Source: an optimization exercise on an open RTL-to-GDS flow (aim: small area and a short achievable clock period). Production flows keep margins and buffers that such runs may drop.
In this exercise RTL edits were held to simulation tests only and were not proved equivalent to the original.
Power is estimated from default activity; no workload was simulated.

<file path="flow/config.mk">
export PLATFORM = sky130hd
export DESIGN_NAME = simple_cpu_top
export DESIGN_NICKNAME = simple_cpu_top
export VERILOG_FILES = /design/flow/design.v
export SDC_FILE = /design/flow/constraint.sdc
export NUM_CORES = 4
export LEC_CHECK = 0
export CAP_MARGIN = 20
export CORE_MARGIN = 2
export CORE_UTILIZATION = 40
export SLEW_MARGIN = 20
</file>
<file path="flow/constraint.sdc">
create_clock -name core_clock -period 34.0 [get_ports {clk}]
set_input_delay 6.8000 -clock core_clock [delete_from_list [all_inputs] [get_ports {clk}]]
set_output_delay 6.8000 -clock core_clock [all_outputs]
set_load 0.01 [all_outputs]
</file>
<file path="flow/flow/run.sh">
#!/bin/bash
# Standard ORFS layout, with plain buf_1 cells as the port buffers.
set -euo pipefail
bash standard.sh BUFFER_PORTS_ARGS="-buffer_cell sky130_fd_sc_hd__buf_1" finish > make_finish.log 2>&1
</file>
<file path="flow/design.v">
module controller
(
	input  [7:0] opcode,
	output jump,
	output is_alu,
	output [1:0] kind,
	output rd_dmem,
	output wr_dmem,
	output mem_op
);
	wire hi0 = (opcode[7:3] == 5'd0);
	assign rd_dmem = hi0 & (opcode[2:0] == 3'd0);
	assign wr_dmem = hi0 & (opcode[2:0] == 3'd1);
	assign jump    = hi0 & (opcode[2:0] == 3'd2);
	assign mem_op  = hi0 & (opcode[2:1] == 2'd0);
	assign is_alu  = hi0 & (opcode[2:0] >= 3'd3) & (opcode[2:0] <= 3'd6);
	assign kind[0] = opcode[2] & ~opcode[0];
	assign kind[1] = opcode[2] & (opcode[1] | opcode[0]);
endmodule
module data_memory_control
(
	input  mem_op,
	input  [7:0] d,
	output [7:0] dm_abus
);
	assign dm_abus = mem_op ? d : 8'h00;
endmodule
module instruction_control
(
	input  clk,
	input  reset,
	output im_abus_valid,
	output [7:0] im_abus_data,
	input  jump,
	input  [7:0] d
);
	reg [7:0] PC;
	always @ (posedge clk or posedge reset)
	begin
		if (reset)
			PC <= 8'hFF;
		else if (jump)
			PC <= d;
		else
			PC <= PC + 1'b1;
	end
	assign im_abus_valid = 1'b1;
	assign im_abus_data = PC;
endmodule
module alu_stage #(parameter I = 0)
(
	input  is_div,
	input  is_mul,
	input  en_q,              
	input  a_i,               
	input  [7:0] BI,
	input  [7:0] xin,         
	output [7:0] xo,          
	output q
);
	localparam integer W = 8 - I;
	wire [W:0] c;
	wire [W-1:0] s, y;
	wire [7:0] x;
	wire g = is_div | a_i;
	genvar j;
	generate
		if (I < 7) begin : g_hi
			assign x[7:I+1] = xin[7:I+1];
		end
		if (I > 0) begin : g_lo
			assign x[I-1:0] = 8'h00;
			assign xo[I-1:0] = 8'h00;
		end
	endgenerate
	assign x[I] = a_i & ~is_mul;
	assign c[0] = is_div;
	generate
		for (j = 0; j < W; j = j + 1) begin : g_bit
			assign y[j] = BI[j] & g;
			assign s[j] = x[I+j] ^ y[j] ^ c[j];
			assign c[j+1] = (x[I+j] & y[j]) | (x[I+j] & c[j]) | (y[j] & c[j]);
		end
	endgenerate
	assign q = en_q & c[W];
	wire sel = is_mul | q;
	assign xo[7:I] = sel ? s : x[7:I];
endmodule
module alu_pre
(
	input  is_div,
	input  is_mul,
	input  [7:0] A,
	input  [7:0] B,
	input  [7:0] BI,
	output [7:0] X,
	output [7:4] Q
);
	wire [7:0] x7, x6, x5, x4;
	wire z7 = ~|B[7:1];
	wire z6 = ~|B[7:2];
	wire z5 = ~|B[7:3];
	wire z4 = ~|B[7:4];
	alu_stage #(7) s7 (.is_div(is_div), .is_mul(is_mul), .en_q(is_div & z7), .a_i(A[7]), .BI(BI), .xin(8'h00), .xo(x7), .q(Q[7]));
	alu_stage #(6) s6 (.is_div(is_div), .is_mul(is_mul), .en_q(is_div & z6), .a_i(A[6]), .BI(BI), .xin(x7), .xo(x6), .q(Q[6]));
	alu_stage #(5) s5 (.is_div(is_div), .is_mul(is_mul), .en_q(is_div & z5), .a_i(A[5]), .BI(BI), .xin(x6), .xo(x5), .q(Q[5]));
	alu_stage #(4) s4 (.is_div(is_div), .is_mul(is_mul), .en_q(is_div & z4), .a_i(A[4]), .BI(BI), .xin(x5), .xo(x4), .q(Q[4]));
	assign X = {x4[7:4], A[3:0]};
endmodule
module alu
(
	input  [1:0] kind,
	input  [7:0] A,
	input  [7:0] BI,
	input  [7:4] QH,
	output [7:0] Y
);
	wire is_div = kind[1] & kind[0];
	wire is_mul = kind[1] & ~kind[0];
	wire [7:0] x3, x2, x1;
	wire [3:0] q;
	wire z3 = &BI[7:5];
	wire z2 = &BI[7:6];
	wire z1 = BI[7];
	alu_stage #(3) s3 (.is_div(is_div), .is_mul(is_mul), .en_q(is_div & z3), .a_i(A[3]), .BI(BI), .xin(A), .xo(x3), .q(q[3]));
	alu_stage #(2) s2 (.is_div(is_div), .is_mul(is_mul), .en_q(is_div & z2), .a_i(A[2]), .BI(BI), .xin(x3), .xo(x2), .q(q[2]));
	alu_stage #(1) s1 (.is_div(is_div), .is_mul(is_mul), .en_q(is_div & z1), .a_i(A[1]), .BI(BI), .xin(x2), .xo(x1), .q(q[1]));
	wire [8:0] c0;
	wire [7:0] s0, y0, x0;
	wire g0 = ~is_mul | A[0];
	assign x0[7:1] = x1[7:1];
	assign x0[0] = A[0] & ~is_mul;
	assign c0[0] = kind[0];
	genvar j;
	generate
		for (j = 0; j < 8; j = j + 1) begin : g_s0
			assign y0[j] = BI[j] & g0;
			assign s0[j] = x0[j] ^ y0[j] ^ c0[j];
			assign c0[j+1] = (x0[j] & y0[j]) | (x0[j] & c0[j]) | (y0[j] & c0[j]);
		end
	endgenerate
	assign q[0] = c0[8];
	assign Y = is_div ? {QH, q} : s0;
endmodule
module operation_module
(
	input  clk,
	input  reset,
	input  [7:0] d,
	input  is_alu,
	input  [1:0] kind,
	input  rd_dmem,
	input  wr_dmem,
	input  [7:0] dm_in_dbus,
	output [7:0] dm_out_dbus
);
	reg        L;         
	reg  [7:0] AC;
	reg  [7:0] op_a;      
	reg  [7:0] op_b;      
	reg  [1:0] op_k;      
	reg  [7:4] op_q;      
	wire [7:0] R;
	wire [7:0] p_x;
	wire [7:4] p_q;
	wire [7:0] db = d ^ {8{kind[0]}};
	alu_pre alu_pre_inst
	(
		.is_div(kind[1] & kind[0]),
		.is_mul(~(kind[1] & kind[0])),
		.A(AC),
		.B(d),
		.BI(db),
		.X(p_x),
		.Q(p_q)
	);
	alu alu_inst
	(
		.kind(op_k),
		.A(op_a),
		.BI(op_b),
		.QH(op_q),
		.Y(R)
	);
	always @ (posedge clk or posedge reset)
	begin
		if (reset)
		begin
			L    <= 1'b0;
			AC   <= 8'h00;
			op_a <= 8'h00;
			op_b <= 8'h00;
			op_k <= 2'b00;
		end
		else
		begin
			L    <= rd_dmem;
			AC   <= L ? dm_in_dbus : R;
			op_a <= is_alu ? (kind[1] ? p_x : AC) : R;
			op_b <= is_alu ? db : 8'h00;
			op_k <= is_alu ? kind : 2'b00;
		end
	end
	always @ (posedge clk)
		op_q <= p_q;
	assign dm_out_dbus = wr_dmem ? AC : 8'h00;
endmodule
module simple_cpu_top
(
	input  clk,
	input  reset,
	output im_abus_valid,
	output [ 7:0] im_abus_data,
	input  [15:0] im_dbus,
	output rd_mem,
	output wr_mem,
	output [7:0] dm_abus,
	input  [7:0] dm_in_dbus,
	output [7:0] dm_out_dbus
);
	wire [7:0] d  = im_dbus[7:0];
	wire jump, is_alu, mem_op;
	wire [1:0] kind;
	controller controller_inst
	(
		.opcode(im_dbus[15:8]),
		.jump(jump),
		.is_alu(is_alu),
		.kind(kind),
		.rd_dmem(rd_mem),
		.wr_dmem(wr_mem),
		.mem_op(mem_op)
	);
	instruction_control instruction_control_inst
	(
		.clk(clk),
		.reset(reset),
		.im_abus_valid(im_abus_valid),
		.im_abus_data(im_abus_data),
		.jump(jump),
		.d(d)
	);
	data_memory_control data_memory_control_inst
	(
		.mem_op(mem_op),
		.d(d),
		.dm_abus(dm_abus)
	);
	operation_module operation_module_inst
	(
		.clk(clk),
		.reset(reset),
		.d(d),
		.is_alu(is_alu),
		.kind(kind),
		.rd_dmem(rd_mem),
		.wr_dmem(wr_mem),
		.dm_in_dbus(dm_in_dbus),
		.dm_out_dbus(dm_out_dbus)
	);
endmodule
</file>
<file path="flow/standard.sh">
#!/bin/bash
# synth_recipe.tcl (not shown) runs the flow's synth.tcl, then flattens the netlist and writes it again
# the make line also repeats each setting of config.mk as NAME=value (left out here)
make -C /OpenROAD-flow-scripts/flow DESIGN_CONFIG=/design/flow/config.mk WORK_HOME=/design/flow/orfs CLKGATE_MAP_FILE= SYNTH_SCRIPT=/design/flow/synth_recipe.tcl "${@:-finish}"
</file>
==> flow_metrics.py, run 1 <==
metrics = {
    "setup_path": {
        "crit_fanout": 11,
        "critical_path.slowest_cell": "nor3_1",
        "r2r_slack_ps": 20870,
        "startpoint_type": "input port",
        "path_depth": 6,
        "r2r_start": "operation_module_inst.op_k[0]$_DFF_PP0_",
        "critPathMaxStageDelay_ps": 650,
        "crit_type": "input port to primary output",
        "r2r-end": "operation_module_inst.op_a[7]$_DFF_PP0_",
        "crit_path_end": "dm_abus[4]",
        "path_cells": "buf_1 > nor3_1 > nand2_1 > nor3_1 > and2_2 > buf_1",
        "end_kind": "primary output",
        "setup.worst_path.start": "im_dbus[12]",
        "cp.arrival_ps": 8450,
        "path_delay_family": "simple AND/OR/NAND/NOR gates",
        "worstPathRequired_ps": 27200,
        "reg2reg_depth": 43,
        "crit_buf_inv": 2,
    },
    "placed_design": {
        "placed_area_um2": 3592,
        "pre_cts_ws_ps": 18780,
        "dpl.hpwl_um": 6187,
        "gp_congestion": 0.8608,
        "portBuffers": 51,
        "dp.cells": 490,
    },
    "logic_synthesis": {
        "netlist.top_cell.by_area": "dfrtp_1",
        "ys_async_sr_fraction_pct": 89.74,
        "synth.most_common_cell": "nand2_1",
        "synth_seq_cells": 39,
        "synth_cell_type_count": 52,
        "synth_top_area_share_pct": 20.37,
        "synth_edf_count": 0,
        "ys.flop_type": "dfrtp_1",
        "syn_area_um2": 3317,
        "synth_nets": 406,
        "seq_area_frac_synth_pct": 29.12,
        "synthCells": 347,
        "syn_avg_cell_area_um2": 9.559,
        "ys_top_cells_by_area": "dfrtp_1, fa_1, dfstp_2",
        "yosys_warnings": 2,
        "synth_commonest_cells": "nand2_1, fa_1, dfrtp_1, nor2_1",
    },
    "global_route": {
        "antenna_found_initial": 0,
        "grt_start_max_net_pins": 36,
        "grt_pass1_wl_um": 13290,
        "overflow": 0,
        "grtUsageTotal_pct": 19.07,
        "first_global_vias": 2614,
    },
    "cells_and_area": {
        "area_delta_synth_final_pct": 11.84,
        "drive_above_1_share_pct": 10.43,
        "final_area_um2": 3710,
        "diodes": 0,
        "layout.nets": 451,
        "fill_cells": 788,
        "instances_no_fill": 498,
    },
    "sta": {
        "fin_tns_setup_ps": 0,
        "rsz0062_at_grt": "no",
        "min_period_ps": 15250,
        "fmax_ghz": 0.06557,
        "setup_viol_count_final": 0,
        "max_slew_margin_pct": 36.71,
        "hold_violations": 0,
        "period_share_pct": 44.86,
        "setup_slack_ps": 18750,
        "tightest_slew_ps": 947.4,
        "skew_ps": 15.65,
        "drv_slew": 0,
    },
    "clocking": {
        "cts_tree": "yes",
        "cts_buffers": 5,
        "post_cts_buffers": 0,
        "cts-root-buf": "clkbuf_8",
        "cts_hold_buf": 0,
        "cts_max_path_buffers": 2,
        "clock-sinks": 39,
        "cts_max_level": 2,
        "cts.clk_slew.worst_paths_ps": 70,
        "post_cts_resized": 0,
        "clk_latency_ps": 300,
    },
    "floorplan": {
        "io_pins": 53,
        "row_count": 33,
        "die_w_um": 95.06,
        "die-area_um2": 9036,
        "core_um2": 8134,
        "die_h_um": 95.06,
        "initial_core_util_pct": 40.78,
    },
    "power": {
        "ir_drop_mv": 0.03624,
        "p_leak_uw": 0.001443,
        "power_uw": 211.9,
        "powerDensity_nw_per_um2": 57.11,
    },
    "routing": {
        "post_drt_wl_per_cell_um": 15.83,
        "drc_errors": 0,
        "drtIter0Drc": 120,
        "finalWirelength_um": 7881,
        "vias": 2600,
        "final_antenna_net_count": 0,
        "drt_first_pass_iters": 4,
        "via_per_inst": 5.221,
    },
    "status": {
        "outcome": "complete, no violations",
    },
    "min_path": {
        "hp-class": "flip-flop to flip-flop",
    },
    "job": {
        "cap_violations": 0,
    },
}
## report_power, final
part,internal (uW),total [uW],switching (uW)
combinational,40.7,96.1,55.5
sequential,63.1,75.1,12.0
clock,23.8,40.6,16.8
total,128,212,84.3
## metal layers
layer	track usage, %	wire [um]
met1	25.99	3557
met2	30.58	3828
met3	2.213	256
met4	8.696	239
met5	0	0
## how the worst min path moves through the flow
stage                                                     start                                 endpoint  slack (ps)  cells past startpoint
after floorplan           operation_module_inst.AC[1]$_DFF_PP0_  operation_module_inst.op_a[1]$_DFF_PP0_         470                      1
after global routing      operation_module_inst.AC[1]$_DFF_PP0_  operation_module_inst.op_a[1]$_DFF_PP0_         540                      1
after global placement    operation_module_inst.AC[2]$_DFF_PP0_  operation_module_inst.op_a[2]$_DFF_PP0_         490                      1
final                     operation_module_inst.AC[1]$_DFF_PP0_  operation_module_inst.op_a[1]$_DFF_PP0_         510                      1
after CTS                 operation_module_inst.AC[2]$_DFF_PP0_  operation_module_inst.op_a[2]$_DFF_PP0_         520                      1
after detailed placement  operation_module_inst.AC[3]$_DFF_PP0_  operation_module_inst.op_a[3]$_DFF_PP0_         490                      1
## cell type report
| class | count | area (um^2) | area share, % |
|---|---|---|---|
| clock buffers | 6 | 82.58 | 2.226 |
| clock inverters | 2 | 35.03 | 0.9444 |
| inverters | 21 | 78.83 | 2.125 |
| multi-input cells | 272 | 2210 | 59.56 |
| flip-flops and latches | 39 | 965.9 | 26.04 |
| well taps | 105 | 131.4 | 3.541 |
| repair buffers | 53 | 206.4 | 5.565 |
## metrics by stage
step / utilization, % / hold slack [ps]
final: 45.61 / 510.7
after global routing: 45.61 / 535.9
after CTS: 45.61 / 515.1
after detailed placement: 44.16 / 491.6
after global placement: 44.16 / 494.1
after floorplan: - / 472.0
## registers in the layout (all words and copies together), names as in the netlist
register                     count
instruction_control_inst.PC      8
operation_module_inst.AC         8
operation_module_inst.op_a       8
operation_module_inst.op_b       8
operation_module_inst.op_q       4
operation_module_inst.op_k       2
operation_module_inst.L          1
## logic make-up after synthesis
kind of cell	count (synthesis)	synth area share, %
other	1	0.1131
AND/OR/NAND/NOR	134	21.46
flip-flops	39	29.12
buffers and inverters	36	4.263
adder cells (fa/ha/maj)	33	19.69
XOR/XNOR	16	4.225
multiplexers	35	11.13
AO/OA/AOI/OAI	53	9.997
## layout by cell type, fill, tap and decap left out, types with 3 or more instances in the layout
master / instances
a21oi_1: 11
and2_1: 20
buf_1: 51
clkbuf_8: 6
dfrtp_1: 27
dfstp_2: 8
dfxtp_1: 4
fa_1: 32
inv_1: 20
mux2_2: 14
mux2i_1: 20
nand2_1: 33
nand2b_1: 5
nand3_1: 6
nor2_1: 26
nor2b_1: 14
nor3_1: 9
nor4_1: 8
o21ai_0: 18
o21ai_1: 6
xnor2_1: 13
xor2_1: 3
==> inputs of run 2 (changes only) <==
--- a/flow/config.mk
+++ b/flow/config.mk
@@ -6,4 +6,5 @@
 export NUM_CORES = 4
 export LEC_CHECK = 0
+export ABC_AREA = 1
 export CAP_MARGIN = 20
 export CORE_MARGIN = 2
==> run 2 against run 1 <==
Compared with the run above: still clean on timing, DRC and antenna; maximum frequency is 1.8% higher; final area is 0.78% lower; utilization is 0.12 points lower; routed wire length is 1.3% lower.
==> flow_metrics.py, run 2 <==
metrics = {
    "status": {
        "outcome": "complete, no violations",
    },
    "power": {
        "power_switching_uw": 86.79,
        "switching_share_pct": 42.11,
        "powerDensity_nw_per_um2": 55.99,
        "clkPwrFrac_pct": 18.7,
        "p_leak_uw": 0.001682,
        "pwr-share-seq_pct": 35.8,
        "ir_drop_mv": 0.04192,
        "p_int_uw": 119.3,
        "combPwrFrac_pct": 45.5,
    },
    "sta": {
        "setup_viol_count_final": 0,
        "fin_tns_setup_ps": 0,
        "rsz0062_at_grt": "no",
        "max_slew_margin_pct": 42.86,
        "skew_ps": 11.76,
        "min_period_ps": 14990,
        "whs_ps": 481.6,
        "fmax_ghz": 0.06673,
        "drv_slew": 0,
        "tightest_slew_ps": 854.7,
        "period_share_pct": 44.08,
        "hold_violations": 0,
    },
    "clocking": {
        "cts_max_path_buffers": 2,
        "clock-sinks": 39,
        "cts-root-buf": "clkbuf_8",
        "cts.clk_slew.worst_paths_ps": 80,
        "post_cts_buffers": 0,
        "cts_max_level": 2,
        "cts_buffers": 5,
        "cts_tree": "yes",
        "post_cts_resized": 0,
        "cts_hold_buf": 0,
        "clk_latency_ps": 290,
    },
    "routing": {
        "final_antenna_net_count": 0,
        "drc_errors": 0,
        "via_per_inst": 4.825,
        "met3WireLength_um": 303,
        "vias": 2837,
        "finalWirelength_um": 7776,
        "dr_wl_met2_um": 3866,
        "highest-signal-layer": "met4",
        "post_drt_wl_per_cell_um": 13.22,
        "drtIter0Drc": 124,
        "drt_first_pass_iters": 4,
        "met1_length_um": 3468,
    },
    "logic_synthesis": {
        "syn_area_um2": 3284,
        "netlist.top_cell.by_area": "dfrtp_1",
        "ys.flop_type": "dfrtp_1",
        "synthCells": 431,
        "synth_commonest_cells": "nand2_1, inv_1, nor2_1, fa_1",
        "synth_cell_type_count": 39,
        "ys_async_sr_fraction_pct": 89.74,
        "synth_seq_cells": 39,
        "synth_edf_count": 0,
        "syn_avg_cell_area_um2": 7.620,
        "yosys_warnings": 2,
        "synth_nets": 490,
        "synth.most_common_cell": "nand2_1",
        "ys_top_cells_by_area": "dfrtp_1, fa_1, nand2_1",
        "seq_area_frac_synth_pct": 29.41,
        "synth_top_area_share_pct": 20.57,
    },
    "setup_path": {
        "cp.arrival_ps": 8190,
        "crit_type": "input port to primary output",
        "end_kind": "primary output",
        "worstPathRequired_ps": 27200,
        "startpoint_type": "input port",
        "r2r_slack_ps": 21760,
        "crit_fanout": 9,
    },
    "floorplan": {
        "die-area_um2": 8952,
        "die_h_um": 94.62,
        "initial_core_util_pct": 40.58,
        "die_w_um": 94.62,
        "core_um2": 8093,
        "row_count": 33,
        "io_pins": 53,
    },
    "cells_and_area": {
        "diodes": 0,
        "multi_input_area_um2": 1996,
        "regArea_um2": 965.9,
        "fill_cells": 869,
        "drive_above_1_share_pct": 7.660,
        "layout.nets": 541,
        "layout_commonest_cell": "nand2_1",
        "area_delta_synth_final_pct": 12.08,
        "mostFrequentLayoutCells": "nand2_1, inv_1, nor2_1, buf_1, fa_1",
    },
    "global_route": {
        "grt_pass1_wl_um": 13400,
        "grt_start_max_net_pins": 36,
        "antenna_found_initial": 0,
        "grtUsageTotal_pct": 19.34,
        "first_global_vias": 2833,
        "overflow": 0,
    },
    "placed_design": {
        "portBuffers": 51,
        "gp_congestion": 0.8762,
        "dpl.hpwl_um": 6411,
    },
    "job": {
        "cap_violations": 0,
    },
    "min_path": {
        "hp-class": "flip-flop to flip-flop",
    },
}
[run 2: cell count changes after synthesis, sizes merged, moves of 14 or more]
cell	before	now
nor2b	14	0
nand2	33	98
mux2i	20	1
nor2	26	75
mux2	15	0
inv	21	72
and2	22	1
[run 2: cells by family after synthesis]
group	after synthesis	share of synthesized area [%]
compound gates	58	9.295
xor+xnor	14	3.733
fa+ha+maj	33	19.89
buf+inv	81	9.828
flops	39	29.41
mux	1	0.3048
other cells	1	0.1142
simple gates	204	27.43
[run 2: layout make-up]
type                       instances  share of cell area [%]
multi-input combinational        311                   54.21
sequential                        39                   26.24
inverter                          73                   7.512
timing repair buffer              52                   5.404
tap                              105                   3.569
clock buffer                       5                   1.869
clock inverter                     3                   1.190
[run 2: metrics by stage]
stage / setup slack, ps / utilization [%] / total power, uW / cells / cell area (um^2)
6_report: 19010 / 45.49 / 206.1 / 588 / 3681
5_1_grt: 18860 / 45.49 / 227.7 / 588 / 3681
4_1_cts: 19000 / 45.49 / 208.4 / 588 / 3681
3_5_place_dp: 19010 / 44.09 / 168.9 / 580 / 3568
3_3_place_gp: 19080 / 44.09 / 165.4 / 580 / 3568
2_1_floorplan: 19250 / - / 143.1 / 431 / 3284
[run 2: critical path, cell delays in order]
cell and delay (ps):
buf_1 60, or2_1 250, nor4_4 160, inv_1 100, nor2_2 140, nand2_2 140
nor2_2 140, inv_2 120, nor2_1 120, buf_1 160
[run 2: worst paths after layout]
path	endpoint	from	cells after the start
max in group asynchronous	instruction_control_inst.PC[1]$_DFF_PP1_	reset	3
setup reg to reg	operation_module_inst.op_a[7]$_DFF_PP0_	operation_module_inst.op_k[0]$_DFF_PP0_	49
setup / recovery	dm_out_dbus[7]	im_dbus[12]	10
hold / removal	operation_module_inst.AC[7]$_DFF_PP0_	operation_module_inst.op_q[7]$_DFF_P_	2
hold reg to reg	operation_module_inst.AC[7]$_DFF_PP0_	operation_module_inst.op_q[7]$_DFF_P_	2
min in group asynchronous	operation_module_inst.AC[0]$_DFF_PP0_	reset	3
[run 2: routing by layer]
layer | vias to the layer above | global-route usage, %
li1 | 1423 | -
met1 | 1335 | 25.60
met2 | 70 | 33.22
met3 | 9 | 2.474
met4 | 0 | 5.676
met5 | - | 0
[run 2: power by group through the flow]
stage                     logic, uW  clock network [uW]  registers [uW]
after detailed placement       94.6                   0            74.3
after global placement         91.0                   0            74.4
after CTS                      95.3                39.4            73.7
after global routing            111                41.4            75.5
final                          93.7                38.6            73.8
after floorplan                69.2                   0            73.9
==> inputs of run 3 (changes only) <==
==> flow/flow/run.sh (replaced) <==
#!/bin/bash
# Standard ORFS layout, with plain buf_1 cells as the port buffers and a
# small clock tree (one cluster level, no dummy loads).
set -euo pipefail
bash standard.sh BUFFER_PORTS_ARGS="-buffer_cell sky130_fd_sc_hd__buf_1" \
  CTS_ARGS="-sink_clustering_enable -sink_clustering_size 50 -sink_clustering_max_diameter 400 -buf_list sky130_fd_sc_hd__clkbuf_8 -root_buf sky130_fd_sc_hd__clkbuf_8 -dont_use_dummy_load -repair_clock_nets" \
  finish > make_finish.log 2>&1
==> run 3 against run 2 <==
Compared with the run above: sequential power about the same; power decreased by 5.1%; register-to-register slack got worse by 50 ps; synthesized cell count unchanged; critical endpoint unchanged; critical path type unchanged; largest cell class unchanged; still clean on timing, DRC and antenna.
==> flow_metrics.py, run 3 <==
metrics = {
    "global_route": {
        "grtUsageMet3_pct": 2.713,
        "first_global_vias": 2826,
        "use_met2_pct": 33.10,
        "grtUsageTotal_pct": 19.34,
        "busiest_layer": "met2",
        "grtUsageMet1_pct": 25.54,
        "grt_start_max_net_pins": 36,
        "antenna_found_initial": 0,
        "grt_pass1_wl_um": 13380,
        "overflow": 0,
    },
    "sta": {
        "fmax_ghz": 0.06673,
        "drv_slew": 0,
        "fin_tns_setup_ps": 0,
        "rsz0062_at_grt": "no",
        "setup_viol_count_final": 0,
        "hold_violations": 0,
        "max_slew_margin_pct": 45.08,
        "period_share_pct": 44.08,
        "tightest_slew_ps": 821.4,
        "skew_ps": 24.64,
        "min_period_ps": 14990,
    },
    "routing": {
        "final_antenna_net_count": 0,
        "finalWirelength_um": 7829,
        "drt_first_pass_iters": 4,
        "vias": 2839,
        "drc_errors": 0,
        "drtIter0Drc": 126,
        "via_per_inst": 4.853,
        "post_drt_wl_per_cell_um": 13.38,
    },
    "floorplan": {
        "io_pins": 53,
        "die_h_um": 94.62,
        "die_w_um": 94.62,
        "die-area_um2": 8952,
        "initial_core_util_pct": 40.58,
        "row_count": 33,
        "core_um2": 8093,
    },
    "logic_synthesis": {
        "ys_top_cells_by_area": "dfrtp_1, fa_1, nand2_1",
        "seq_area_frac_synth_pct": 29.41,
        "synth_top_area_share_pct": 20.57,
        "ys.flop_type": "dfrtp_1",
        "syn_area_um2": 3284,
        "ys_async_sr_fraction_pct": 89.74,
        "synth_nets": 490,
        "synth_edf_count": 0,
        "syn_avg_cell_area_um2": 7.620,
        "synthCells": 431,
        "synth_cell_type_count": 39,
        "yosys_warnings": 2,
        "synth_commonest_cells": "nand2_1, inv_1, nor2_1, fa_1",
        "netlist.top_cell.by_area": "dfrtp_1",
        "synth_seq_cells": 39,
        "synth.most_common_cell": "nand2_1",
    },
    "setup_path": {
        "crit_type": "input port to primary output",
        "end_kind": "primary output",
        "critPathMaxStageDelay_ps": 250,
        "crit_fanout": 9,
        "worstPathRequired_ps": 27200,
        "cp.arrival_ps": 8190,
        "startpoint_type": "input port",
        "path_cells": "buf_1 > or2_1 > nor4_4 > inv_1 > nor2_2 > nand2_2 > nor2_2 > inv_2 > nor2_1 > buf_1",
        "critical_path.slowest_cell": "or2_1",
    },
    "clocking": {
        "cts_buffers": 5,
        "post_cts_buffers": 0,
        "cts_tree": "yes",
        "cts-root-buf": "clkbuf_8",
        "cts_hold_buf": 0,
        "cts.clk_slew.worst_paths_ps": 70,
        "clk_latency_ps": 300,
        "clock-sinks": 39,
        "cts_max_level": 2,
        "cts_max_path_buffers": 2,
        "post_cts_resized": 0,
    },
    "power": {
        "power_switching_uw": 84.84,
        "pwr-share-seq_pct": 37.8,
        "clkPwrFrac_pct": 14.3,
        "p_leak_uw": 0.001660,
        "combPwrFrac_pct": 47.9,
        "p_int_uw": 110.7,
        "powerDensity_nw_per_um2": 53.77,
        "ir_drop_mv": 0.03852,
        "switching_share_pct": 43.38,
    },
    "min_path": {
        "hp-class": "flip-flop to flip-flop",
    },
    "status": {
        "outcome": "complete, no violations",
    },
    "cells_and_area": {
        "area_delta_synth_final_pct": 10.74,
        "fin_util_pct": 44.94,
        "layout.nets": 541,
        "drive_above_1_share_pct": 7.083,
        "diodes": 0,
        "layout_commonest_cell": "nand2_1",
        "mostFrequentLayoutCells": "nand2_1, inv_1, nor2_1, buf_1, fa_1",
        "fill_cells": 875,
    },
    "placed_design": {
        "gp_congestion": 0.8762,
        "portBuffers": 51,
        "dpl.hpwl_um": 6411,
    },
    "job": {
        "cap_violations": 0,
    },
}
run 3: changes by cell type in the layout (fill, tap and decap cells not counted):
| cell | delta |
|---|---|
| clkinv_2 | -1 |
| bufinv_16 | -1 |
| clkinv_4 | -1 |
run 3: logic make-up (layout without fill, tap and decap cells):
logic type / after synthesis / count (layout) / synth area share [%]
other: 1 / 1 / 0.1142
AOI/OAI and AO/OA: 58 / 58 / 9.295
muxes: 1 / 1 / 0.3048
and+or+nand+nor: 204 / 204 / 27.43
buffers and inverters: 81 / 130 / 9.828
DFF: 39 / 39 / 29.41
adders and majority gates: 33 / 33 / 19.89
xor gates and xnor gates: 14 / 14 / 3.733
run 3: per-layer routing:
layer,vias up,wire length (um)
met5,-,0
met4,0,158
met3,10,373
met2,75,3922
met1,1336,3373
li1,1418,-
run 3: final timing paths:
check	cells past startpoint	slack, ps	end	from
setup / recovery	10	19010	dm_out_dbus[7]	im_dbus[12]
hold / removal	2	470	operation_module_inst.AC[7]$_DFF_PP0_	operation_module_inst.op_q[7]$_DFF_P_
setup reg to reg	49	21710	operation_module_inst.op_a[7]$_DFF_PP0_	operation_module_inst.op_k[0]$_DFF_PP0_
hold reg to reg	2	470	operation_module_inst.AC[7]$_DFF_PP0_	operation_module_inst.op_q[7]$_DFF_P_
max in group asynchronous	3	27110	operation_module_inst.L$_DFF_PP0_	reset
min in group asynchronous	3	6550	operation_module_inst.AC[0]$_DFF_PP0_	reset
run 3: critical path, delay by kind of cell:
family	cells	cell delay (ps)
AND/OR/NAND/NOR	6	950
buffers and inverters	4	440
run 3: power by group through the flow:
stage / sequential [uW] / clock (uW) / combinational, uW
final: 73.8 / 28.0 / 93.7
after global routing: 75.5 / 30.4 / 111
after CTS: 73.8 / 28.7 / 95.2
after detailed placement: 74.3 / 0 / 94.6
after global placement: 74.4 / 0 / 91.0
after floorplan: 73.9 / 0 / 69.2
run 3: cell type report:
| type | instances | area, um^2 | share of cell area, % |
|---|---|---|---|
| repair buffers | 52 | 198.9 | 5.470 |
| flip-flops and latches | 39 | 965.9 | 26.56 |
| clock buffers | 5 | 68.82 | 1.892 |
| multi-input cells | 311 | 1996 | 54.87 |
| inverters | 73 | 276.5 | 7.602 |
| well taps | 105 | 131.4 | 3.612 |
run 3: per-stage QoR:
step | cells | setup slack (ps) | area, um^2 | hold slack (ps) | total power (uW)
6_report | 585 | 19010 | 3637 | 470.9 | 195.6
3_3_place_gp | 580 | 19080 | 3568 | 469.2 | 165.4
5_1_grt | 585 | 18860 | 3637 | 513.8 | 216.7
3_5_place_dp | 580 | 19010 | 3568 | 485.1 | 168.9
4_1_cts | 585 | 19000 | 3637 | 475.9 | 197.6
2_1_floorplan | 431 | 19250 | 3284 | 449.9 | 143.1
==> inputs of run 4 (changes only) <==
==> flow/flow/run.sh (replaced) <==
#!/bin/bash
# Layout flow: the standard ORFS flow (standard.sh) with
#  - synthesis as synth_recipe.tcl, but ABC maps with flow/area.abc
#    (area-oriented mapping, no ABC buffering or sizing)
#  - plain buf_1 cells as the port buffers
#  - a clock tree of clkbuf_8 cells without dummy loads
# Each tool's output is in the ORFS logs under orfs/logs; make's own output
# is in make_finish.log.
set -euo pipefail
here=$(pwd)
{
  head -n 1 synth_recipe.tcl
  echo "proc abc {args} { set i [lsearch \$args -script]; if {\$i >= 0} { lset args [expr {\$i + 1}] $here/flow/area.abc }; yosys abc {*}\$args }"
  tail -n +2 synth_recipe.tcl
} > own_synth.tcl
bash standard.sh SYNTH_SCRIPT="$here/own_synth.tcl" \
  BUFFER_PORTS_ARGS="-buffer_cell sky130_fd_sc_hd__buf_1" \
  CTS_ARGS="-sink_clustering_enable -sink_clustering_size 50 -sink_clustering_max_diameter 400 -buf_list sky130_fd_sc_hd__clkbuf_8 -root_buf sky130_fd_sc_hd__clkbuf_8 -dont_use_dummy_load -repair_clock_nets" \
  SETUP_SLACK_MARGIN=19 finish > make_finish.log 2>&1
==> flow/flow/area.abc (new file) <==
&get -n
&st
&dch -f
&nf -p -R 1000
&put
topo
stime -c
==> run 4 against run 3 <==
Compared with the run above: final area down 4.9%; setup slack better by 110 ps; count of clock-buffer cells in the layout unchanged; critical endpoint is now dm_out_dbus[5]; sequential share of layout area up 1.4 points; non-clock buffer count up 4; maximum frequency up 0.76%; global-route usage down 0.50 points.
==> flow_metrics.py, run 4 <==
metrics = {
    "routing": {
        "via_per_inst": 5.054,
        "finalWirelength_um": 6965,
        "final_antenna_net_count": 0,
        "drt_first_pass_iters": 4,
        "drtIter0Drc": 97,
        "drc_errors": 0,
        "vias": 2421,
        "post_drt_wl_per_cell_um": 14.54,
    },
    "status": {
        "outcome": "complete, no violations",
    },
    "logic_synthesis": {
        "syn_avg_cell_area_um2": 9.454,
        "synth_nets": 379,
        "synth_commonest_cells": "nand2_1, nor2_1, fa_1, dfrtp_1, o21ai_0",
        "syn_area_um2": 3025,
        "synth_edf_count": 0,
        "seq_area_frac_synth_pct": 31.93,
        "netlist.top_cell.by_area": "dfrtp_1",
        "synthCells": 320,
        "ys_async_sr_fraction_pct": 89.74,
        "yosys_warnings": 2,
        "synth_top_area_share_pct": 22.33,
        "ys_top_cells_by_area": "dfrtp_1, fa_1, dfstp_2",
        "synth_seq_cells": 39,
        "ys.flop_type": "dfrtp_1",
        "synth_cell_type_count": 35,
        "synth.most_common_cell": "nand2_1",
    },
    "global_route": {
        "grt_pass1_wl_um": 12540,
        "first_global_vias": 2546,
        "grtUsageTotal_pct": 18.84,
        "grt_start_max_net_pins": 36,
        "antenna_found_initial": 0,
        "overflow": 0,
    },
    "placed_design": {
        "placed_area_um2": 3377,
        "dp.cells": 474,
        "dpl.hpwl_um": 5502,
        "gp_congestion": 0.9000,
        "portBuffers": 51,
    },
    "floorplan": {
        "initial_core_util_pct": 41.49,
        "die_w_um": 90.97,
        "row_count": 31,
        "die-area_um2": 8276,
        "core_um2": 7292,
        "die_h_um": 90.97,
        "io_pins": 53,
    },
    "cells_and_area": {
        "layout_commonest_cell": "buf_1",
        "fin_util_pct": 47.44,
        "diodes": 0,
        "layout.nets": 441,
        "instances_no_fill": 479,
        "final_area_um2": 3460,
        "mostFrequentLayoutCells": "buf_1, nand2_1, nor2_1, fa_1, dfrtp_1",
        "area_delta_synth_final_pct": 14.35,
        "fill_cells": 760,
        "drive_above_1_share_pct": 5.526,
    },
    "clocking": {
        "post_cts_buffers": 0,
        "cts_max_path_buffers": 2,
        "cts_max_level": 2,
        "clk_latency_ps": 290,
        "cts-root-buf": "clkbuf_8",
        "clock-sinks": 39,
        "cts_buffers": 5,
        "cts_tree": "yes",
        "cts.clk_slew.worst_paths_ps": 70,
    },
    "sta": {
        "tightest_slew_ps": 964.6,
        "setup_viol_count_final": 0,
        "min_period_ps": 14870,
        "fmax_ghz": 0.06723,
        "whs_ps": 532.2,
        "max_slew_margin_pct": 35.51,
        "period_share_pct": 43.75,
        "hold_violations": 0,
        "skew_ps": 9.319,
        "fin_tns_setup_ps": 0,
        "rsz0062_at_grt": "no",
        "drv_slew": 0,
    },
    "setup_path": {
        "path_cells": "buf_1 > nor3_1 > nand2_2 > nor3_4 > buf_4 > and3_1 > buf_1",
        "r2r_slack_ps": 21480,
        "end_kind": "primary output",
        "path_delay_family": "simple AND/OR/NAND/NOR gates",
        "crit_fanout": 11,
        "crit_buf_inv": 3,
        "critical_path.slowest_cell": "nor3_1",
        "crit_type": "input port to primary output",
        "cp.arrival_ps": 8070,
        "cp_common_cell": "buf_1",
        "critPathMaxStageDelay_ps": 270,
        "startpoint_type": "input port",
        "worstPathRequired_ps": 27200,
    },
    "min_path": {
        "hp-class": "flip-flop to flip-flop",
    },
    "power": {
        "powerDensity_nw_per_um2": 51.83,
        "clkPwrFrac_pct": 15.5,
        "switching_share_pct": 40.29,
        "p_leak_uw": 0.001311,
        "power_switching_uw": 72.24,
        "p_int_uw": 107.1,
        "pwr-share-seq_pct": 42.2,
        "combPwrFrac_pct": 42.3,
        "ir_drop_mv": 0.02620,
    },
    "job": {
        "cap_violations": 0,
    },
}
## run 4: power groups by stage
stage	clock network [uW]	logic [uW]	registers [uW]
6_report	27.8	75.9	75.6
5_1_grt	31.7	91.0	78.4
4_1_cts	29.1	77.2	75.5
3_5_place_dp	0	76.7	76.3
3_3_place_gp	0	74.0	76.1
2_1_floorplan	0	55.5	74.9
## run 4: final timing paths
kind,start,endpoint,depth (start not counted)
max,im_dbus[14],dm_out_dbus[5],7
min,operation_module_inst.AC[0]$_DFF_PP0_,operation_module_inst.op_a[0]$_DFF_PP0_,2
max reg2reg,operation_module_inst.op_k[0]$_DFF_PP0_,operation_module_inst.op_a[7]$_DFF_PP0_,40
min reg2reg,operation_module_inst.AC[0]$_DFF_PP0_,operation_module_inst.op_a[0]$_DFF_PP0_,2
max in group asynchronous,reset,instruction_control_inst.PC[1]$_DFF_PP1_,3
min in group asynchronous,reset,operation_module_inst.op_b[6]$_DFF_PP0_,3
## run 4: metrics by stage
step | setup slack, ps | power [uW]
after detailed placement | 18880 | 153.0
after global placement | 18960 | 150.1
after global routing | 19000 | 201.1
after CTS | 19050 | 181.8
final | 19130 | 179.3
after floorplan | 19160 | 130.4
## run 4: kinds of logic after synthesis
kind of cell | after synthesis | share of synthesized area (%)
simple gates | 135 | 21.67
compound gates | 59 | 10.96
flops | 39 | 31.93
fa+ha+maj | 33 | 21.59
mux | 19 | 6.576
xor+xnor | 17 | 4.921
buf+inv | 17 | 2.233
other cells | 1 | 0.1240
## run 4: what timing repair did
item / in CTS / in global routing
pin swaps: 0 / 0
resized for setup: 1 / 2
hold buffers: 0 / 0
endpoints found under the setup margin: 11 / 11
## run 4: worst reg2reg max path: cells and delay by family (launching register included)
family                     cells  cell delay (ps)
muxes                          4             1050
AOI/OAI and AO/OA              2              310
buffers and inverters          6              840
DFF                            1              370
and+or+nand+nor                5             1070
adders and majority gates     23             8720
## run 4: routing by layer
| layer | GRT usage [%] | up-vias | wire, um |
|---|---|---|---|
| li1 | - | 1189 | - |
| met1 | 25.65 | 1183 | 3223 |
| met2 | 31.05 | 38 | 3440 |
| met3 | 2.407 | 11 | 169 |
| met4 | 6.566 | 0 | 132 |
| met5 | 0 | - | 0 |
## run 4: final cells by class
| class | count | area, um^2 | share of cell area [%] |
|---|---|---|---|
| tap | 99 | 123.9 | 3.580 |
| inverter | 16 | 60.06 | 1.736 |
| clock buffer | 5 | 68.82 | 1.989 |
| multi-input combinational | 264 | 2012 | 58.16 |
| sequential | 39 | 965.9 | 27.92 |
| timing repair buffer | 56 | 229.0 | 6.618 |
==> inputs of run 5 (changes only) <==
--- a/flow/flow/run.sh
+++ b/flow/flow/run.sh
@@ -17,3 +17,3 @@
   BUFFER_PORTS_ARGS="-buffer_cell sky130_fd_sc_hd__buf_1" \
   CTS_ARGS="-sink_clustering_enable -sink_clustering_size 50 -sink_clustering_max_diameter 400 -buf_list sky130_fd_sc_hd__clkbuf_8 -root_buf sky130_fd_sc_hd__clkbuf_8 -dont_use_dummy_load -repair_clock_nets" \
-  SETUP_SLACK_MARGIN=19 finish > make_finish.log 2>&1
+  SETUP_SLACK_MARGIN=20 finish > make_finish.log 2>&1
==> run 5 against run 4 <==
Compared with the run above: critical path type unchanged; flip-flop and latch count is the same; still clean; highest routed layer unchanged; die area is the same; utilization grew 1.1 points.
==> flow_metrics.py, run 5 <==
metrics = {
    "logic_synthesis": {
        "netlist.top_cell.by_area": "dfrtp_1",
        "synth_top_family_by_area": "simple AND/OR/NAND/NOR gates",
        "synthCells": 320,
        "yosys_warnings": 2,
        "syn_area_um2": 3025,
        "synth_edf_count": 0,
        "synth.most_common_cell": "nand2_1",
        "synth_seq_cells": 39,
        "ys_top_cells_by_area": "dfrtp_1, fa_1, dfstp_2",
        "ys_async_sr_fraction_pct": 89.74,
        "seq_area_frac_synth_pct": 31.93,
        "synth_compound_area_share_pct": 10.96,
        "synthXorXnorAreaFrac_pct": 4.921,
        "ys.flop_type": "dfrtp_1",
        "synth_commonest_cells": "nand2_1, nor2_1, fa_1, dfrtp_1, o21ai_0",
        "synth_top_area_share_pct": 22.33,
        "synth_nets": 379,
        "synth_cell_type_count": 35,
        "synth_fa_ha_area_share_pct": 21.59,
        "syn_avg_cell_area_um2": 9.454,
        "yosys.area_share.simple_pct": 21.67,
        "synth_mux_area_share_pct": 6.576,
    },
    "power": {
        "switching_share_pct": 40.46,
        "pwr-share-seq_pct": 42.1,
        "p_leak_uw": 0.001397,
        "p_int_uw": 107.5,
        "ir_drop_mv": 0.02792,
        "clkPwrFrac_pct": 15.5,
        "combPwrFrac_pct": 42.4,
        "power_switching_uw": 73.03,
        "powerDensity_nw_per_um2": 51.03,
    },
    "global_route": {
        "grtUsageTotal_pct": 18.31,
        "antenna_found_initial": 0,
        "overflow": 0,
        "grt_start_max_net_pins": 36,
        "grt_pass1_wl_um": 12200,
        "first_global_vias": 2469,
    },
    "routing": {
        "post_drt_wl_per_cell_um": 14.82,
        "final_antenna_net_count": 0,
        "finalWirelength_um": 7128,
        "drt_first_pass_iters": 4,
        "drtIter0Drc": 135,
        "drc_errors": 0,
        "via_per_inst": 5.060,
        "vias": 2434,
    },
    "setup_path": {
        "cp.arrival_ps": 7800,
        "critPathMaxStageDelay_ps": 190,
        "worstPathRequired_ps": 27200,
        "path_cells": "buf_6 > nor3_4 > nand2_2 > nor3_4 > buf_6 > and3_1 > buf_2",
        "crit_type": "input port to primary output",
        "end_kind": "primary output",
        "crit_fanout": 11,
        "critical_path.slowest_cell": "nor3_4",
        "startpoint_type": "input port",
    },
    "placed_design": {
        "dpl.hpwl_um": 5572,
        "placed_area_um2": 3392,
        "portBuffers": 51,
        "gp_congestion": 0.8814,
    },
    "cells_and_area": {
        "fill_cells": 730,
        "layout_commonest_cell": "nand2_1",
        "mostFrequentLayoutCells": "nand2_1, buf_1, nor2_1, fa_1, dfrtp_1",
        "diodes": 0,
        "area_delta_synth_final_pct": 16.91,
        "fin_util_pct": 48.51,
        "final_area_um2": 3537,
        "drive_above_1_share_pct": 10.47,
        "layout.nets": 443,
    },
    "floorplan": {
        "die_h_um": 90.97,
        "row_count": 31,
        "die-area_um2": 8276,
        "initial_core_util_pct": 41.49,
        "die_w_um": 90.97,
        "io_pins": 53,
        "core_um2": 7292,
    },
    "sta": {
        "fin_tns_setup_ps": 0,
        "setup_viol_count_final": 0,
        "max_slew_margin_pct": 36.64,
        "period_share_pct": 42.93,
        "tightest_slew_ps": 947.8,
        "hold_violations": 0,
        "skew_ps": 8.762,
        "fmax_ghz": 0.06851,
        "rsz0062_at_grt": "yes",
        "min_period_ps": 14600,
        "drv_slew": 0,
    },
    "min_path": {
        "hp-class": "flip-flop to flip-flop",
    },
    "clocking": {
        "cts_buffers": 5,
        "cts_tree": "yes",
        "clk_latency_ps": 280,
        "cts_max_path_buffers": 2,
        "cts-root-buf": "clkbuf_8",
        "cts.clk_slew.worst_paths_ps": 70,
        "clock-sinks": 39,
        "cts_hold_buf": 0,
        "cts_max_level": 2,
    },
    "job": {
        "cap_violations": 0,
    },
    "status": {
        "outcome": "complete, no violations",
    },
}
-- run 5: cell count changes in the layout (fill, tap and decap cells not counted), moves of 3 or more --
| cell | delta |
|---|---|
| buf_2 | +13 |
| and2_1 | +8 |
| and2_0 | -8 |
| buf_1 | -14 |
| buf_6 | +3 |
-- run 5: worst paths after layout --
kind | from | end | slack [ps] | cells past startpoint
max in group asynchronous | reset | instruction_control_inst.PC[0]$_DFF_PP1_ | 27070 | 3
worst min-delay path | operation_module_inst.AC[3]$_DFF_PP0_ | operation_module_inst.op_a[3]$_DFF_PP0_ | 520 | 2
worst max-delay path | im_dbus[14] | dm_out_dbus[4] | 19400 | 7
worst min register to register | operation_module_inst.AC[3]$_DFF_PP0_ | operation_module_inst.op_a[3]$_DFF_PP0_ | 520 | 2
worst max register to register | operation_module_inst.op_k[0]$_DFF_PP0_ | operation_module_inst.op_a[7]$_DFF_PP0_ | 21070 | 39
min in group asynchronous | reset | operation_module_inst.op_b[6]$_DFF_PP0_ | 6570 | 3
-- run 5: cell type report --
| type | instances | area [um^2] | share of cell area [%] |
|---|---|---|---|
| clock buffer | 5 | 68.82 | 1.946 |
| inverter | 16 | 60.06 | 1.698 |
| multi-input combinational | 264 | 2043 | 57.76 |
| sequential | 39 | 965.9 | 27.31 |
| tap | 99 | 123.9 | 3.502 |
| timing repair buffer | 58 | 275.3 | 7.782 |
-- run 5: stage by stage --
| stage | hold WS [ps] | power (uW) | cells | setup slack [ps] |
|---|---|---|---|---|
| 6_report | 524.5 | 180.5 | 481 | 19400 |
| 5_1_grt | 559.0 | 198.8 | 481 | 19290 |
| 4_1_cts | 524.7 | 181.9 | 481 | 19370 |
| 3_5_place_dp | 508.3 | 153.1 | 472 | 19060 |
| 3_3_place_gp | 504.7 | 150.4 | 472 | 19110 |
| 2_1_floorplan | 487.1 | 130.5 | 320 | 19590 |
-- run 5: kinds of logic after synthesis --
kind of cell,count (synthesis)
other cells,1
compound gates,59
simple gates,135
mux,19
buf+inv,17
fa+ha+maj,33
flops,39
xor+xnor,17
-- run 5: critical path, delay by kind of cell --
family | cells | cell delay, ps
and+or+nand+nor | 4 | 610
buffers and inverters | 3 | 390
-- run 5: metal layers --
| metal | track usage, % | vias up | share of wire [%] |
|---|---|---|---|
| li1 | - | 1194 | - |
| met3 | 2.656 | 14 | 2.9 |
| met1 | 25.58 | 1178 | 46 |
| met5 | 0 | - | 0 |
| met4 | 6.692 | 0 | 2.7 |
| met2 | 29.07 | 48 | 48 |
-- run 5: power groups by stage --
stage	Clock, uW	Combinational [uW]	Sequential (uW)
after global placement	0	74.3	76.2
after global routing	30.7	89.9	78.3
after floorplan	0	55.6	74.9
after detailed placement	0	76.5	76.6
final	28.0	76.6	75.9
after CTS	28.5	77.7	75.7
-- run 5: repair_timing --
| item | in CTS | in global routing |
|---|---|---|
| pin swaps | 2 | 2 |
| setup buffers | 4 | 0 |
| gates resized for setup | 19 | 0 |
| setup endpoints to repair | 18 | 18 |
==> inputs of run 6 (changes only) <==
--- a/flow/flow/run.sh
+++ b/flow/flow/run.sh
@@ -17,3 +17,3 @@
   BUFFER_PORTS_ARGS="-buffer_cell sky130_fd_sc_hd__buf_1" \
   CTS_ARGS="-sink_clustering_enable -sink_clustering_size 50 -sink_clustering_max_diameter 400 -buf_list sky130_fd_sc_hd__clkbuf_8 -root_buf sky130_fd_sc_hd__clkbuf_8 -dont_use_dummy_load -repair_clock_nets" \
-  SETUP_SLACK_MARGIN=20 finish > make_finish.log 2>&1
+  SETUP_SLACK_MARGIN=19.5 finish > make_finish.log 2>&1
==> run 6 against run 5 <==
Compared with the run above: still clean on timing, DRC and antenna; hold slack improved by 4.9 ps; final area fell by 0.67%; maximum frequency fell by 0.39%; combinational power rose by 0.8%; sequential power barely moved; flip-flop and latch count did not move; routed wire length rose by 2.5%; critical endpoint is now dm_out_dbus[2]; highest routed layer unchanged.
==> flow_metrics.py, run 6 <==
metrics = {
    "status": {
        "outcome": "complete, no violations",
    },
    "setup_path": {
        "critical_path.slowest_cell": "nor3_2",
        "r2r_start": "operation_module_inst.op_k[0]$_DFF_PP0_",
        "crit_type": "input port to primary output",
        "path_cells": "buf_1 > nor3_2 > nand2_2 > nor3_4 > buf_12 > and3_1 > buf_2",
        "path_delay_family": "simple AND/OR/NAND/NOR gates",
        "critPathMaxStageDelay_ps": 240,
        "crit_buf_inv": 3,
        "setup.worst_path.start": "im_dbus[13]",
        "end_kind": "primary output",
        "cp.arrival_ps": 7850,
        "crit_fanout": 16,
        "startpoint_type": "input port",
        "worstPathRequired_ps": 27200,
    },
    "clocking": {
        "cts_hold_buf": 0,
        "cts.clk_slew.worst_paths_ps": 80,
        "cts_buffers": 5,
        "cts-root-buf": "clkbuf_8",
        "clk_latency_ps": 290,
        "cts_tree": "yes",
        "clock-sinks": 39,
        "cts_max_path_buffers": 2,
        "cts_max_level": 2,
    },
    "sta": {
        "tightest_slew_ps": 954.3,
        "min_period_ps": 14650,
        "hold_violations": 0,
        "setup_viol_count_final": 0,
        "drv_slew": 0,
        "max_slew_margin_pct": 36.20,
        "rsz0062_at_grt": "yes",
        "fmax_ghz": 0.06824,
        "skew_ps": 18.85,
        "period_share_pct": 43.10,
        "fin_tns_setup_ps": 0,
    },
    "logic_synthesis": {
        "synth_edf_count": 0,
        "yosys_warnings": 2,
        "synth.most_common_cell": "nand2_1",
        "syn_area_um2": 3025,
        "synth_seq_cells": 39,
        "synth_cell_type_count": 35,
        "synth_top_area_share_pct": 22.33,
        "ys_top_cells_by_area": "dfrtp_1, fa_1, dfstp_2",
        "synthCells": 320,
        "syn_avg_cell_area_um2": 9.454,
        "synth_commonest_cells": "nand2_1, nor2_1, fa_1, dfrtp_1, o21ai_0",
        "netlist.top_cell.by_area": "dfrtp_1",
        "ys.flop_type": "dfrtp_1",
        "synth_nets": 379,
        "ys_async_sr_fraction_pct": 89.74,
        "seq_area_frac_synth_pct": 31.93,
    },
    "min_path": {
        "holdCritStartpoint": "operation_module_inst.AC[0]$_DFF_PP0_",
        "hp-class": "flip-flop to flip-flop",
    },
    "global_route": {
        "grt_start_max_net_pins": 36,
        "grtUsageTotal_pct": 19.05,
        "overflow": 0,
        "first_global_vias": 2553,
        "grt_pass1_wl_um": 12670,
        "antenna_found_initial": 0,
    },
    "power": {
        "p_leak_uw": 0.001400,
        "ir_drop_mv": 0.02518,
        "pwr-share-seq_pct": 41.9,
        "combPwrFrac_pct": 42.8,
        "switching_share_pct": 40.45,
        "power_switching_uw": 72.97,
        "clkPwrFrac_pct": 15.3,
        "p_int_uw": 107.4,
        "powerDensity_nw_per_um2": 51.35,
    },
    "cells_and_area": {
        "regArea_um2": 965.9,
        "diodes": 0,
        "layout_commonest_cell": "nand2_1",
        "drive_above_1_share_pct": 11.02,
        "fin_util_pct": 48.18,
        "fill_cells": 759,
        "multi_input_area_um2": 2023,
        "area_delta_synth_final_pct": 16.13,
        "mostFrequentLayoutCells": "nand2_1, nor2_1, buf_1, fa_1, dfrtp_1",
        "layout.nets": 442,
    },
    "floorplan": {
        "die_h_um": 90.97,
        "initial_core_util_pct": 41.49,
        "core_um2": 7292,
        "io_pins": 53,
        "die-area_um2": 8276,
        "die_w_um": 90.97,
        "row_count": 31,
    },
    "placed_design": {
        "portBuffers": 51,
        "gp_congestion": 0.8838,
        "dpl.hpwl_um": 5732,
    },
    "routing": {
        "drtIter0Drc": 85,
        "vias": 2475,
        "post_drt_wl_per_cell_um": 15.23,
        "drt_first_pass_iters": 4,
        "final_antenna_net_count": 0,
        "finalWirelength_um": 7308,
        "via_per_inst": 5.156,
        "drc_errors": 0,
    },
    "job": {
        "cap_violations": 0,
    },
}
## run 6: kinds of logic after synthesis
logic type               Yosys count  share of synthesized area [%]
other                              1                         0.1240
XOR/XNOR                          17                          4.921
adder cells (fa/ha/maj)           33                          21.59
AND/OR/NAND/NOR                  135                          21.67
buffers and inverters             17                          2.233
AO/OA/AOI/OAI                     59                          10.96
flip-flops                        39                          31.93
multiplexers                      19                          6.576
## run 6: through the flow
stage / power [uW] / instance area (um^2) / setup slack, ps / instances / hold WS (ps)
3_5_place_dp: 154.2 / 3373 / 18960 / 472 / 513.8
6_report: 180.4 / 3513 / 19350 / 480 / 529.4
3_3_place_gp: 150.2 / 3373 / 19080 / 472 / 504.1
5_1_grt: 199.5 / 3513 / 19260 / 480 / 572.4
2_1_floorplan: 130.4 / 3037 / 19510 / 320 / 487.1
4_1_cts: 182.6 / 3511 / 19310 / 480 / 531.8
## run 6: final timing paths
path                                                       endpoint  slack, ps  depth (start not counted)
max                                                  dm_out_dbus[2]      19350                          7
min                         operation_module_inst.op_a[0]$_DFF_PP0_        530                          2
max reg2reg                   operation_module_inst.AC[7]$_DFF_PP0_      21100                         39
min reg2reg                 operation_module_inst.op_a[0]$_DFF_PP0_        530                          2
max in group asynchronous  instruction_control_inst.PC[4]$_DFF_PP1_      27080                          3
min in group asynchronous   operation_module_inst.op_b[5]$_DFF_PP0_       6570                          3
## run 6: power groups by stage
stage	logic (uW)	registers (uW)	clock network (uW)
after global placement	74.1	76.1	0
after detailed placement	77.6	76.6	0
after floorplan	55.5	74.9	0
after CTS	78.4	75.7	28.5
after global routing	90.8	78.2	30.5
final	77.2	75.6	27.6
## run 6: layout make-up
type	instances	area share [%]
clock buffer	5	1.959
inverter	16	1.709
multi-input combinational	264	57.59
sequential	39	27.49
tap	99	3.526
timing repair buffer	57	7.728
## run 6: worst min-delay path: cells and delay by family (launching register included)
family             cells  cell delay (ps)
AOI/OAI and AO/OA      1              100
DFF                    1              350
and+or+nand+nor        1               50
## run 6: per-layer routing
metal | up-vias | global-route usage, % | share of wire (%)
li1 | 1197 | - | -
met1 | 1210 | 25.31 | 45
met2 | 56 | 32.65 | 50
met3 | 12 | 1.660 | 2.7
met4 | 0 | 6.692 | 2.3
met5 | - | 0 | 0
## run 6: repair_timing
| action | CTS | global route |
|---|---|---|
| pin swaps | 2 | 2 |
| setup buffers | 3 | 0 |
| endpoints found under the setup margin | 18 | 18 |
| gates cloned | 0 | 0 |
| gates resized for setup | 20 | 1 |
==> inputs of run 7 (changes only) <==
--- a/flow/flow/run.sh
+++ b/flow/flow/run.sh
@@ -17,3 +17,3 @@
   BUFFER_PORTS_ARGS="-buffer_cell sky130_fd_sc_hd__buf_1" \
   CTS_ARGS="-sink_clustering_enable -sink_clustering_size 50 -sink_clustering_max_diameter 400 -buf_list sky130_fd_sc_hd__clkbuf_8 -root_buf sky130_fd_sc_hd__clkbuf_8 -dont_use_dummy_load -repair_clock_nets" \
-  SETUP_SLACK_MARGIN=19.5 finish > make_finish.log 2>&1
+  finish > make_finish.log 2>&1
==> run 7 against run 6 <==
Compared with the run above: combinational power down 2%; non-clock buffer count is 1 lower; sequential power about the same; via count shrank 2.0%; flip-flop and latch count unchanged; utilization fell by 0.93 points; sequential share of layout area up 0.54 points; hold slack improved by 4.7 ps; maximum frequency fell by 3.2%; area after synthesis is the same; still clean on timing, DRC and antenna; first-iteration DRC count rose by 19%; largest cell class unchanged; final area fell by 1.9%.
==> flow_metrics.py, run 7 <==
metrics = {
    "cells_and_area": {
        "final_area_um2": 3446,
        "drive_above_1_share_pct": 5.000,
        "layout_commonest_cell": "buf_1",
        "fill_cells": 760,
        "multi_input_area_um2": 1998,
        "instances_no_fill": 479,
        "mostFrequentLayoutCells": "buf_1, nand2_1, nor2_1, fa_1, dfrtp_1",
        "diodes": 0,
        "area_delta_synth_final_pct": 13.90,
        "regArea_um2": 965.9,
        "layout.nets": 441,
    },
    "setup_path": {
        "r2r-end": "operation_module_inst.op_a[7]$_DFF_PP0_",
        "crit_fanout": 11,
        "critical_path.slowest_cell": "nor3_1",
        "cp.arrival_ps": 8340,
        "path_cells": "buf_1 > nor3_1 > nand2_1 > nor3_1 > buf_4 > and3_1 > buf_1",
        "reg2reg_depth": 40,
        "critPathMaxStageDelay_ps": 470,
        "startpoint_type": "input port",
        "path_delay_family": "simple AND/OR/NAND/NOR gates",
        "crit_buf_inv": 3,
        "worstPathRequired_ps": 27200,
        "r2r_slack_ps": 21480,
        "end_kind": "primary output",
        "crit_type": "input port to primary output",
        "r2r_start": "operation_module_inst.op_k[0]$_DFF_PP0_",
        "setup.worst_path.start": "im_dbus[14]",
    },
    "logic_synthesis": {
        "synth_seq_cells": 39,
        "synthCells": 320,
        "syn_area_um2": 3025,
        "syn_avg_cell_area_um2": 9.454,
        "ys.flop_type": "dfrtp_1",
        "synth_nets": 379,
        "synth_commonest_cells": "nand2_1, nor2_1, fa_1, dfrtp_1, o21ai_0",
        "synth_edf_count": 0,
        "synth.most_common_cell": "nand2_1",
        "yosys_warnings": 2,
        "seq_area_frac_synth_pct": 31.93,
        "synth_top_area_share_pct": 22.33,
        "synth_cell_type_count": 35,
        "ys_top_cells_by_area": "dfrtp_1, fa_1, dfstp_2",
        "netlist.top_cell.by_area": "dfrtp_1",
        "ys_async_sr_fraction_pct": 89.74,
    },
    "sta": {
        "tightest_slew_ps": 943.2,
        "min_period_ps": 15140,
        "period_share_pct": 44.53,
        "fin_tns_setup_ps": 0,
        "max_slew_margin_pct": 36.94,
        "drv_slew": 0,
        "hold_violations": 0,
        "setup_viol_count_final": 0,
        "whs_ps": 534.1,
        "fmax_ghz": 0.06605,
        "skew_ps": 6.366,
        "rsz0062_at_grt": "no",
    },
    "routing": {
        "finalWirelength_um": 6973,
        "drt_first_pass_iters": 4,
        "drtIter0Drc": 101,
        "via_per_inst": 5.065,
        "final_antenna_net_count": 0,
        "vias": 2426,
        "drc_errors": 0,
        "met1_length_um": 3263,
        "dr_wl_met2_um": 3395,
        "met3WireLength_um": 163,
        "post_drt_wl_per_cell_um": 14.56,
        "highest-signal-layer": "met4",
    },
    "clocking": {
        "cts_tree": "yes",
        "cts_max_level": 2,
        "post_cts_resized": 0,
        "post_cts_buffers": 0,
        "cts_max_path_buffers": 2,
        "clock-sinks": 39,
        "clk_latency_ps": 280,
        "cts_hold_buf": 0,
        "cts.clk_slew.worst_paths_ps": 70,
        "cts_buffers": 5,
        "cts-root-buf": "clkbuf_8",
    },
    "placed_design": {
        "gp_congestion": 0.9000,
        "portBuffers": 51,
        "dp.cells": 474,
        "placed_area_um2": 3377,
        "dpl.hpwl_um": 5502,
    },
    "power": {
        "p_leak_uw": 0.001306,
        "powerDensity_nw_per_um2": 51.97,
        "power_uw": 179.1,
        "ir_drop_mv": 0.02615,
    },
    "floorplan": {
        "die_w_um": 90.97,
        "io_pins": 53,
        "row_count": 31,
        "die_h_um": 90.97,
        "initial_core_util_pct": 41.49,
        "core_um2": 7292,
        "die-area_um2": 8276,
    },
    "job": {
        "cap_violations": 0,
    },
    "status": {
        "outcome": "complete, no violations",
    },
    "global_route": {
        "grtUsageTotal_pct": 18.84,
        "grt_start_max_net_pins": 36,
        "first_global_vias": 2546,
        "antenna_found_initial": 0,
        "overflow": 0,
        "grt_pass1_wl_um": 12540,
    },
    "min_path": {
        "holdCritStartpoint": "operation_module_inst.AC[0]$_DFF_PP0_",
        "holdPathEnd": "operation_module_inst.op_a[0]$_DFF_PP0_",
        "min_path_cells": 2,
        "hp-class": "flip-flop to flip-flop",
    },
}
run 7: cell count changes in the layout (fill, tap and decap cells not counted):
cell      before  now
nand2_2        1    0
a21boi_0       0    1
buf_12         1    0
buf_2         18    0
a21boi_1       1    0
nor3_1         0    2
nor4_1         3    4
nor4_2         1    0
nor3_2         1    0
nor3_4         1    0
buf_1         33   51
nand2_1       39   40
run 7: cell type report:
type	count	share of cell area, %
multi-input cells	264	57.99
flip-flops and latches	39	28.03
repair buffers	56	6.645
well taps	99	3.595
clock buffers	5	1.997
inverters	16	1.743
run 7: metal layers:
metal | vias to the layer above | GRT usage (%)
li1 | 1190 | -
met1 | 1179 | 25.65
met2 | 44 | 31.05
met3 | 13 | 2.407
met4 | 0 | 6.566
met5 | - | 0
run 7: how the worst max path moves through the flow:
stage | end | slack (ps) | cells after the start
2_1_floorplan | dm_out_dbus[0] | 19160 | 4
3_3_place_gp | dm_out_dbus[7] | 18960 | 7
3_5_place_dp | dm_out_dbus[5] | 18880 | 7
4_1_cts | dm_out_dbus[5] | 18870 | 7
5_1_grt | dm_out_dbus[7] | 18690 | 7
6_report | dm_out_dbus[5] | 18860 | 7
run 7: stage by stage:
stage / worst slack, ps / util [%]
2_1_floorplan: 19160 / -
3_5_place_dp: 18880 / 46.31
5_1_grt: 18690 / 47.25
6_report: 18860 / 47.25
3_3_place_gp: 18960 / 46.31
4_1_cts: 18870 / 47.25
run 7: power by group:
part           leakage, uW  total (uW)  internal [uW]  switching [uW]
Combinational     0.000825        75.8           30.8            45.0
Clock            0.0000359        27.6           13.2            14.4
Sequential        0.000445        75.7           63.1            12.6
run 7: kinds of logic after synthesis:
kind of cell,Yosys count,share of synthesized area [%]
adders and majority gates,33,21.59
muxes,19,6.576
DFF,39,31.93
buffers and inverters,17,2.233
and+or+nand+nor,135,21.67
other,1,0.1240
AOI/OAI and AO/OA,59,10.96
xor gates and xnor gates,17,4.921
run 7: worst register-to-register path: cells and delay by family, from the launching register on:
kind / cells / cell delay [ps]
and+or+nand+nor: 5 / 1070
muxes: 4 / 1060
adders and majority gates: 23 / 8720
buffers and inverters: 6 / 840
AOI/OAI and AO/OA: 2 / 300
DFF: 1 / 370

static timing again, ports no longer ideal:
In the flow no input, the clock included, has a driving cell. The finished layouts below were timed again as built, in two steps.
Step 1 sets driving cells, clkbuf_16 on the clock port and buf_2 on the other inputs (assumed; they add their load-dependent delay and slew).
Step 2 moves the port delays by t, midway between the first and last clock arrival at a register: inputs arrive t later, outputs are due t later. That takes back most of the time a late clock gives input paths.
Three values: ideal, step 1, step 2; two values: the first two.
run | t (ns) | slack for setup (ns) | hold slack, ns
run 1 | 0.323 | 18.749 / 18.724 / 18.724 | 0.511 / 0.511 / 0.511
run 2 | 0.318 | 19.014 / 18.995 / 18.995 | 0.482 / 0.482 / 0.482
run 3 | 0.313 | 19.014 / 18.995 / 18.995 | 0.471 / 0.471 / 0.471
run 4 | 0.312 | 19.127 / 19.107 / 19.107 | 0.532 / 0.532 / 0.532
run 5 | 0.307 | 19.404 / 19.372 / 19.372 | 0.525 / 0.525 / 0.525
run 6 | 0.308 | 19.347 / 19.328 / 19.328 | 0.529 / 0.529 / 0.529
run 7 | 0.310 | 18.861 / 18.841 / 18.841 | 0.534 / 0.534 / 0.534
After both steps every run listed still meets setup and hold. For run 5, which loses most, drivers alone change the setup slack by -0.032 ns; drivers and shift together by -0.032 ns.
